This is an optimization exercise on Yosys and OpenROAD, whose aim is small area, a short achievable clock period and few clock cycles, not a production implementation. Where RTL was checked, it was by simulation tests only, not by an equivalence proof against the original. Power and IR drop assume default switching activity.

== build 83 ==
Design filter2d, start of the top module:
module filter2d(
                input           clk,
                input           rstn,
                input           start,
                output reg      finish,
                output          cs,
                output          we,
                output [16:0]   addr,
                output [7:0]    din,
                input  [7:0]    dout,
                input           h_write,
                input  [3:0]    h_idx,
                input  [7:0]    h_data
);
For scale: about 1700 cells after synthesis, ~0.019 mm^2 of cells after synthesis.
export LEC_CHECK = 0
export CAP_MARGIN = 20
export CORE_MARGIN = 2
export CORE_UTILIZATION = 40
export SLEW_MARGIN = 20
create_clock -name core_clock -period 10.0 [get_ports {clk}]
standard.sh (not shown) runs the stock make flow with config.mk's settings and CLKGATE_MAP_FILE= SYNTH_SCRIPT=/design/flow/synth_recipe.tcl, a recipe that flattens the netlist after the stock synthesis.
==> flow/flow/run.sh <==
#!/bin/bash
# Standard layout, with the timing repair aimed at a shorter period than the
# clock's (the SDC is unchanged; only repair_timing's setup margin is raised).
set -euo pipefail
bash standard.sh SETUP_SLACK_MARGIN=7 TNS_END_PERCENT=100 finish > standard.log 2>&1
Build 83 finished all stages; the layout is clean.
Testbench counts of build 83, summed over its fixed seeds: cycles 1,572,980.
diff inputs: build 83 => build 26
-- flow/flow/run.sh --
<<< build 83, line 4
set -euo pipefail
bash standard.sh SETUP_SLACK_MARGIN=7 TNS_END_PERCENT=100 finish > standard.log 2>&1
>>> build 26, line 4
set -euo pipefail
bash standard.sh SETUP_SLACK_MARGIN=7 TNS_END_PERCENT=5 CORE_UTILIZATION=55 finish > standard.log 2>&1
## What came out
Power consumed by the clock network for build 26 is lower than for build 83. Build 26 ended with more effective utilization at floorplan than build 83. Number of cells in the finished layout apart from fillers for build 26 is lower than for build 83. The period utilization was comparable across build 83 and build 26. Worst hold slack improves in build 26 relative to build 83. After detailed routing, build 83 needs more wire than build 26.
Here is what was changed in the inputs of build 13 compared with build 26.
-- flow/flow/run.sh --
<<< build 26, line 4
set -euo pipefail
bash standard.sh SETUP_SLACK_MARGIN=7 TNS_END_PERCENT=5 CORE_UTILIZATION=55 finish > standard.log 2>&1
>>> build 13, line 4
set -euo pipefail
bash standard.sh SETUP_SLACK_MARGIN=7 TNS_END_PERCENT=5 CORE_UTILIZATION=55 CTS_CLUSTER_SIZE=24 CTS_CLUSTER_DIAMETER=80 MATCH_CELL_FOOTPRINT=0 finish > standard.log 2>&1
[summary]
- As of build 13, wire length of the first global-routing pass had fallen slightly compared to build 26.
- Build 13 vs. build 26: cell area down about 4%, number of pins with negative max-slew slack in the final report flat.
Relative to build 13, the following input files were edited for build 70:
==> flow/flow/run.sh <==
#!/bin/bash
# Standard layout, with the timing repair aimed at a shorter period than the
# clock's (the SDC is unchanged; only repair_timing's setup margin is raised).
set -euo pipefail
bash standard.sh SETUP_SLACK_MARGIN=7 CTS_CLUSTER_SIZE=30 CTS_CLUSTER_DIAMETER=100 finish > standard.log 2>&1
Findings:
- Changes observed in build 70 relative to build 13: post-route minimum period now sits lower, routed length on met2 climbed about 13%.
- Compared with build 13, build 70 improves headroom to the max-slew limit.
- When build 70 is measured against build 13, its post-route total power turns out about 7% higher.
- Delta (build 70 minus build 13): met2 capacity usage during global routing now sits lower, total standard cell area after synthesis now sits at about the same level, fraction of standard cell area in multi-input logic now sits at about the same level.
- Build 70 vs build 13 on proportion of power drawn by the clock network: build 70 is the lower one.
Inputs modified between build 70 and build 22:
-- flow/flow/run.sh --
<<< build 70, line 4
set -euo pipefail
bash standard.sh SETUP_SLACK_MARGIN=7 CTS_CLUSTER_SIZE=30 CTS_CLUSTER_DIAMETER=100 finish > standard.log 2>&1
>>> build 22, line 4
set -euo pipefail
bash standard.sh SETUP_SLACK_MARGIN=7 TNS_END_PERCENT=5 CORE_UTILIZATION=65 CTS_CLUSTER_SIZE=24 CTS_CLUSTER_DIAMETER=80 finish > standard.log 2>&1
--- outcome ---
Taking build 70 as the reference point, the count of clock-net buffers in the final layout of build 22 rises by 4.
Going from build 70 to build 22, the leakage component of the power was found to have gone down by about 3.4%.
Post-route worst setup slack: build 22 < build 70
| cell area | lower: build 22 |
The following lists how build 1 was set up differently from build 22:
==> flow/flow/run.sh <==
#!/bin/bash
# Standard layout, with the timing repair aimed at a shorter period than the
# clock's (the SDC is unchanged; only repair_timing's setup margin is raised).
set -euo pipefail
bash standard.sh SETUP_SLACK_MARGIN=7 TNS_END_PERCENT=5 CORE_UTILIZATION=55 CTS_CLUSTER_SIZE=24 CTS_CLUSTER_DIAMETER=80 finish > standard.log 2>&1
Notes after the runs:
- Final HPWL from detailed placement for build 1: about 1.3% down relative to build 22
- A timing endpoint of the critical path of q10[2]$_DFF_PN0_ is what build 1 shows, while din_q[6]$_SDFFCE_PP1P_ belongs to build 22.
- Against build 22, worst-case setup slack after placement in build 1 came out worse.
- Relative to build 22, sequential share of layout area has decreased by 0.24 points in build 1.
- In build 1, relative contribution of combinational cells to total power is higher than in build 22.
- Final core utilization: build 1 < build 22
- In build 1, critical path depth is lower than in build 22.
- A library cell contributing the largest single delay on the critical path of sky130_fd_sc_hd__nor2_1 is what build 1 shows, while sky130_fd_sc_hd__a221o_2 belongs to build 22.
- Detailed-routed wire length on met3: build 1 and build 22 compared, lower one is build 1
- Starting density of the core, build 1 and build 22: smaller value in build 1

== lane 3 ==
Another version of the RTL of filter2d (not shown whole).
For scale: roughly 1700 cells after synthesis, ~350 flip-flops, about 52 I/O pins.
Settings: LEC_CHECK=0, CAP_MARGIN=20, CORE_MARGIN=2, CORE_UTILIZATION=40, SLEW_MARGIN=20; clock period 10.0 ns.
==> flow/flow/run.sh <==
#!/bin/bash
# Standard layout, with the timing repair aimed at a shorter period than the
# clock's (the SDC is unchanged; only repair_timing's setup margin is raised),
# and plain buffers on the ports.
set -euo pipefail
bash standard.sh SETUP_SLACK_MARGIN=6.9 TNS_END_PERCENT=5 CORE_UTILIZATION=65 CTS_CLUSTER_SIZE=24 CTS_CLUSTER_DIAMETER=80 MATCH_CELL_FOOTPRINT=0 'BUFFER_PORTS_ARGS=-buffer_cell sky130_fd_sc_hd__buf_2' finish > standard.log 2>&1
Testbench counts of lane 3, summed over its fixed seeds: cycles 1,573,008.
Input changes introduced in lane 5 (baseline for comparison: lane 3):
==> flow/flow/run.sh <==
#!/bin/bash
# Standard layout, with the timing repair aimed at a shorter period than the
# clock's (the SDC is unchanged; only repair_timing's setup margin is raised),
# and plain buffers on the ports.
set -euo pipefail
bash standard.sh SETUP_SLACK_MARGIN=7.3 TNS_END_PERCENT=5 CORE_UTILIZATION=65 CTS_CLUSTER_SIZE=24 CTS_CLUSTER_DIAMETER=80 MATCH_CELL_FOOTPRINT=0 'BUFFER_PORTS_ARGS=-buffer_cell sky130_fd_sc_hd__buf_2' finish > standard.log 2>&1
Findings:
Against lane 3, the final cell area of lane 5 is higher.
Of lane 5 and lane 3, the higher met3 track utilization from global routing belongs to lane 5.
Non-filler instance count after layout came out higher on lane 5 than on lane 3.
Taking lane 3 as the reference, in lane 5 total track usage rose by 0.40 points, net switching power of the design stayed essentially flat, proportion of power drawn by flip-flops and latches fell by 0.2 points, proportion of total power due to net switching stayed essentially flat.
Routed wire length for lane 5 is higher than for lane 3.

== main ==
filter2d, a different RTL version from the one above (not shown whole).
For scale: ~1800 cells after synthesis, roughly 52 I/O pins, roughly 0.019 mm^2 of cells after synthesis.
Settings: LEC_CHECK=0, CAP_MARGIN=20, CORE_MARGIN=2, CORE_UTILIZATION=40, SLEW_MARGIN=20; clock period 10.0 ns.
==> flow/flow/run.sh <==
#!/bin/bash
# Standard layout, with the timing repair aimed at a shorter period than the
# clock's (the SDC is unchanged; only repair_timing's setup margin is raised).
set -euo pipefail
bash standard.sh SETUP_SLACK_MARGIN=6.5 TNS_END_PERCENT=100 finish > standard.log 2>&1
main reached the end of the flow, and the finished layout is clean on the timing, DRC and antenna checks.
Input-level comparison between the feature branch and main:
-- flow/flow/run.sh --
<<< main, line 4
set -euo pipefail
bash standard.sh SETUP_SLACK_MARGIN=6.5 TNS_END_PERCENT=100 finish > standard.log 2>&1
>>> the feature branch, line 4
set -euo pipefail
bash standard.sh SETUP_SLACK_MARGIN=6.8 TNS_END_PERCENT=100 finish > standard.log 2>&1
--- outcome ---
Compared with main, the feature branch shows a higher portion of total power attributed to combinational logic. The cell with the largest stage delay on the worst path comes out sky130_fd_sc_hd__fa_1 in one run and sky130_fd_sc_hd__dfxtp_4 in the other, namely in the feature branch and main respectively. Routability-driven placement congestion ratio is higher on main. The feature branch has total power above what main had. Sort the feature branch and main by maximum ir drop on the vdd rail, ascending, and the feature branch comes first. Going from main to the feature branch, setup slack grew by 0.019 ns; remaining max-slew budget at the tightest pin went up by 2.2 points; clock tree buffer count of the final layout moved up.
No run of this note included a check of the RTL's function; only the layout flow was run.

== job 105 ==
Another version of the RTL of filter2d (not shown whole).
Size: roughly 340 flip-flops, about 52 I/O pins, ~18,000 um^2 of cells after synthesis.
clock: 10.0 ns
lec_check: 0
cap_margin: 20
core_margin: 2
core_utilization: 40
slew_margin: 20
==> flow/flow/run.sh <==
#!/bin/bash
# Standard layout, with the timing repair aimed at a shorter period than the
# clock's (the SDC is unchanged; only repair_timing's setup margin is raised).
set -euo pipefail
bash standard.sh SETUP_SLACK_MARGIN=7 TNS_END_PERCENT=5 CORE_UTILIZATION=55 CTS_CLUSTER_SIZE=24 CTS_CLUSTER_DIAMETER=80 MATCH_CELL_FOOTPRINT=0 finish > standard.log 2>&1
Every stage of the flow completed for job 105, and the final layout passed the timing, DRC and antenna checks.
Testbench counts of job 105, summed over its fixed seeds: cycles 1,572,980.
> inputs changed (job 105 -> job 103)
==> flow/flow/run.sh <==
#!/bin/bash
# Standard layout, with the timing repair aimed at a shorter period than the
# clock's (the SDC is unchanged; only repair_timing's setup margin is raised),
# and plain buffers on the ports.
set -euo pipefail
bash standard.sh SETUP_SLACK_MARGIN=7 TNS_END_PERCENT=5 CORE_UTILIZATION=55 CTS_CLUSTER_SIZE=24 CTS_CLUSTER_DIAMETER=80 MATCH_CELL_FOOTPRINT=0 'BUFFER_PORTS_ARGS=-buffer_cell sky130_fd_sc_hd__buf_2' finish > standard.log 2>&1
Findings:
From job 105 to job 103 the numbers moved as follows: worst setup margin climbed 0.087 ns; post-synthesis to final-layout area growth higher; utilization higher.
Taking job 105 as the reference, in job 103 HPWL after detailed placement decreased by 1.0% relative to the old numbers, worst slew margin relative to its limit now sits higher.
[job 103] final cell count rose 10 relative to job 105
The total length of routed wires reported for job 103 is greater than that of job 105 by 220 um.

RTL: one of the versions met above, not the one the previous note started from.
For scale: roughly 350 flip-flops, ~52 I/O pins.
==> flow/config.mk <==
export PLATFORM = sky130hd
export DESIGN_NAME = filter2d
export DESIGN_NICKNAME = filter2d
export VERILOG_FILES = /design/flow/design.v
export SDC_FILE = /design/flow/constraint.sdc
export NUM_CORES = 4
export LEC_CHECK = 0
export CAP_MARGIN = 20
export CORE_MARGIN = 2
export CORE_UTILIZATION = 40
export SLEW_MARGIN = 20
==> flow/constraint.sdc <==
create_clock -name core_clock -period 10.0 [get_ports {clk}]
set_input_delay 2.0000 -clock core_clock [delete_from_list [all_inputs] [get_ports {clk}]]
set_output_delay 2.0000 -clock core_clock [all_outputs]
set_load 0.01 [all_outputs]
==> flow/flow/run.sh <==
#!/bin/bash
# Standard layout, with the timing repair aimed at a shorter period than the
# clock's (the SDC is unchanged; only repair_timing's setup margin is raised),
# and plain buffers on the ports.
set -euo pipefail
bash standard.sh SETUP_SLACK_MARGIN=7 TNS_END_PERCENT=5 CORE_UTILIZATION=55 CTS_CLUSTER_SIZE=24 CTS_CLUSTER_DIAMETER=80 MATCH_CELL_FOOTPRINT=0 'BUFFER_PORTS_ARGS=-buffer_cell sky130_fd_sc_hd__buf_2' finish > standard.log 2>&1
Testbench counts at the start, summed over its fixed seeds: cycles 1,573,008.
Rerun with:
==> flow/flow/run.sh (replaced) <==
#!/bin/bash
# Standard layout, with the timing repair aimed at a shorter period than the
# clock's (the SDC is unchanged; only repair_timing's setup margin is raised),
# and plain buffers on the ports.
set -euo pipefail
bash standard.sh SETUP_SLACK_MARGIN=6.8 TNS_END_PERCENT=5 CORE_UTILIZATION=65 CTS_CLUSTER_SIZE=24 CTS_CLUSTER_DIAMETER=80 MATCH_CELL_FOOTPRINT=0 'BUFFER_PORTS_ARGS=-buffer_cell sky130_fd_sc_hd__buf_2' finish > standard.log 2>&1
Outcome: Fmax is about the same. Critical path depth climbs by 6. Sequential cell count is unchanged. Area after synthesis stays the same. Setup slack got worse by 4.0 ps. Cell count came out lower by 3.4%. Register-to-register slack gets worse by 150 ps. Total power came out lower by 2.9%. Wire length went down by 6.3%.

== maple ==
Starting RTL as in the previous note.
## filter2d
module filter2d(
                input           clk,
                input           rstn,
                input           start,
                output reg      finish,
                output          cs,
                output          we,
                output [16:0]   addr,
                output [7:0]    din,
                input  [7:0]    dout,
                input           h_write,
                input  [3:0]    h_idx,
                input  [7:0]    h_data
);
reg        run, pend;
reg  [2:0] t;
reg  [7:0] s;
reg  [7:0] b;
wire t_last = (t == 3'd5);
wire done   = (t == 3'd0) && (s == 8'd2) && b[7];
wire go     = (start | pend) && (t_last || (t == 3'd0));
always @(posedge clk or negedge rstn) begin
    if (!rstn) begin
        run    <= 1'b0;
        pend   <= 1'b0;
        t      <= 3'd0;
        finish <= 1'b0;
    end else begin
        t      <= t_last ? 3'd0 : t + 3'd1;
        finish <= run & done;
        if (go) begin
            run  <= 1'b1;
            pend <= 1'b0;
        end else begin
            if (start) pend <= 1'b1;
            if (done)  run  <= 1'b0;
        end
    end
end
always @(posedge clk) begin
    if (go) begin
        s <= 8'd0;
        b <= 8'd0;
    end else if (run && t_last) begin
        s <= s + 8'd1;
        if (s == 8'd255) b <= b + 8'd1;
    end
end
reg         cs_q, we_q;
reg  [16:0] addr_q;
reg  [7:0]  din_q;
assign cs   = cs_q;
assign we   = we_q;
assign addr = addr_q;
assign din  = din_q;
wire [6:0] bm1 = b[6:0] - 7'd1;
wire [6:0] bp1 = b[6:0] + 7'd1;
wire       wprev = (s[7:1] == 7'd0);           
wire [6:0] bw  = wprev ? bm1 : b[6:0];
wire [7:0] sw  = s - 8'd2;
reg        n_cs, n_we;
reg [16:0] n_addr;
always @(*) begin
    n_we = 1'b0;
    case (t)
        3'd0: begin n_addr = {1'b0, bm1,    1'b1, s};  n_cs = (b != 8'd0) && !b[7]; end
        3'd1: begin n_addr = {1'b0, bp1,    1'b0, s};  n_cs = (b[6:0] != 7'd127) && !b[7]; end
        3'd2: begin n_addr = {1'b0, b[6:0], 1'b0, s};  n_cs = !b[7]; end
  ...
export LEC_CHECK = 0
export CAP_MARGIN = 20
export CORE_MARGIN = 2
export CORE_UTILIZATION = 40
export SLEW_MARGIN = 20
create_clock -name core_clock -period 10.0 [get_ports {clk}]
==> flow/flow/run.sh <==
#!/bin/bash
# Standard layout, with the timing repair aimed at a shorter period than the
# clock's (the SDC is unchanged; only repair_timing's setup margin is raised),
# and plain buffers on the ports.
set -euo pipefail
bash standard.sh SETUP_SLACK_MARGIN=7 TNS_END_PERCENT=5 CORE_UTILIZATION=65 CTS_CLUSTER_SIZE=24 CTS_CLUSTER_DIAMETER=80 MATCH_CELL_FOOTPRINT=0 CAP_MARGIN=5 SLEW_MARGIN=5 'BUFFER_PORTS_ARGS=-buffer_cell sky130_fd_sc_hd__buf_2' finish > standard.log 2>&1
Testbench counts of maple, summed over its fixed seeds: cycles 1,573,008.
Inputs modified between maple and xenon:
==> flow/flow/run.sh <==
#!/bin/bash
# Standard layout, with the timing repair aimed at a shorter period than the
# clock's (the SDC is unchanged; only repair_timing's setup margin is raised),
# and plain buffers on the ports.
set -euo pipefail
bash standard.sh SETUP_SLACK_MARGIN=7 TNS_END_PERCENT=5 CORE_UTILIZATION=75 CTS_CLUSTER_SIZE=24 CTS_CLUSTER_DIAMETER=80 MATCH_CELL_FOOTPRINT=0 'BUFFER_PORTS_ARGS=-buffer_cell sky130_fd_sc_hd__buf_2' finish > standard.log 2>&1
==> run notes <==
- xenon has completed all stages; timing, DRC and antenna checks passed.
- Overall routed net length was higher in xenon than in maple.
- Final HPWL from detailed placement (xenon vs. maple) decreases slightly
- Changes observed in xenon relative to maple: data arrival time of the critical path now sits at about the same level; post-layout net count now sits at about the same level.
- maple and xenon ended up with nearly the same power dissipated in the clock network.
- Comparing maple and xenon, met1 wire length is higher on maple.
- xenon leaves less setup margin than maple.
- Status: clock network area share parity (maple, xenon)
- In the metrics for maple and xenon, the one carrying the lower sequential share of cell area is maple.
- Going from maple to xenon, number of post-CTS setup repair buffers fell 2; minimum period implied by the final worst setup slack rose 0.0082 ns.
The following lists how yarrow was set up differently from xenon:
==> flow/flow/run.sh <==
#!/bin/bash
# Standard layout, with the timing repair aimed at a shorter period than the
# clock's (the SDC is unchanged; only repair_timing's setup margin is raised),
# and plain buffers on the ports.
set -euo pipefail
bash standard.sh SETUP_SLACK_MARGIN=7 TNS_END_PERCENT=5 CORE_UTILIZATION=65 CTS_CLUSTER_SIZE=24 CTS_CLUSTER_DIAMETER=80 MATCH_CELL_FOOTPRINT=0 'BUFFER_PORTS_ARGS=-buffer_cell sky130_fd_sc_hd__buf_2' finish > standard.log 2>&1
Notes after the runs:
[compare] base=xenon new=yarrow: global-route usage fell 4.0 points, total power flat.
Non-clock buffer count (yarrow / xenon): 1.08
Of yarrow and xenon, the run reporting the lower final wirelength was yarrow.

## afterwards: timing with drivers on the ports
The flow's constraints put no driver on any port. The routed layouts listed below were extracted and timed again, unchanged, in two steps.
Step 1: set_driving_cell puts a clkbuf_16 on clk and a buf_2 on each other input, an assumption about the parent block.
Step 2, shift: input delay + t, output delay - t, t = (earliest + latest rising clock arrival at the registers) / 2. This alone moves slack from input paths to output paths.
Slacks: no drivers / after step 1 / after step 2; pairs: no drivers / after step 1.
| run | t, ns | setup slack, ns | worst setup path at the end |
|---|---|---|---|
| build 83 | 0.607 | 6.708 / 6.708 / 6.130 | input to register |
| build 26 | 0.580 | 6.710 / 6.710 / 6.184 | input to register |
| build 13 | 0.577 | 6.686 / 6.686 / 6.203 | input to register |
| build 70 | 0.566 | 6.691 / 6.691 / 6.145 | input to register |
| build 22 | 0.573 | 6.635 / 6.635 / 6.166 | input to register |
| build 1 | 0.579 | 6.679 / 6.688 / 6.110 | input to register |
| lane 3 | 0.571 | 6.945 / 6.895 / 6.492 | input to register |
| lane 5 | 0.571 | 6.950 / 6.900 / 6.492 | input to register |
| main | 0.609 | 6.491 / 6.491 / 6.022 | input to register |
| the feature branch | 0.603 | 6.510 / 6.510 / 6.205 | input to register |
| job 105 | 0.581 | 6.552 / 6.530 / 6.001 | input to register |
| job 103 | 0.575 | 6.639 / 6.639 / 6.414 | input to register |
| the first run of note 5 | 0.581 | 6.880 / 6.828 / 6.492 | input to register |
| the second run of note 5 | 0.571 | 6.876 / 6.876 / 6.492 | input to register |
| maple | 0.570 | 6.949 / 6.899 / 6.490 | input to register |
| xenon | 0.568 | 6.941 / 6.891 / 6.443 | input to register |
| yarrow | 0.570 | 6.949 / 6.899 / 6.490 | input to register |
After both steps every run listed still meets setup and hold. The setup slack of build 83, which loses most, moves by 0.000 ns with the drivers and by -0.578 ns with both steps.
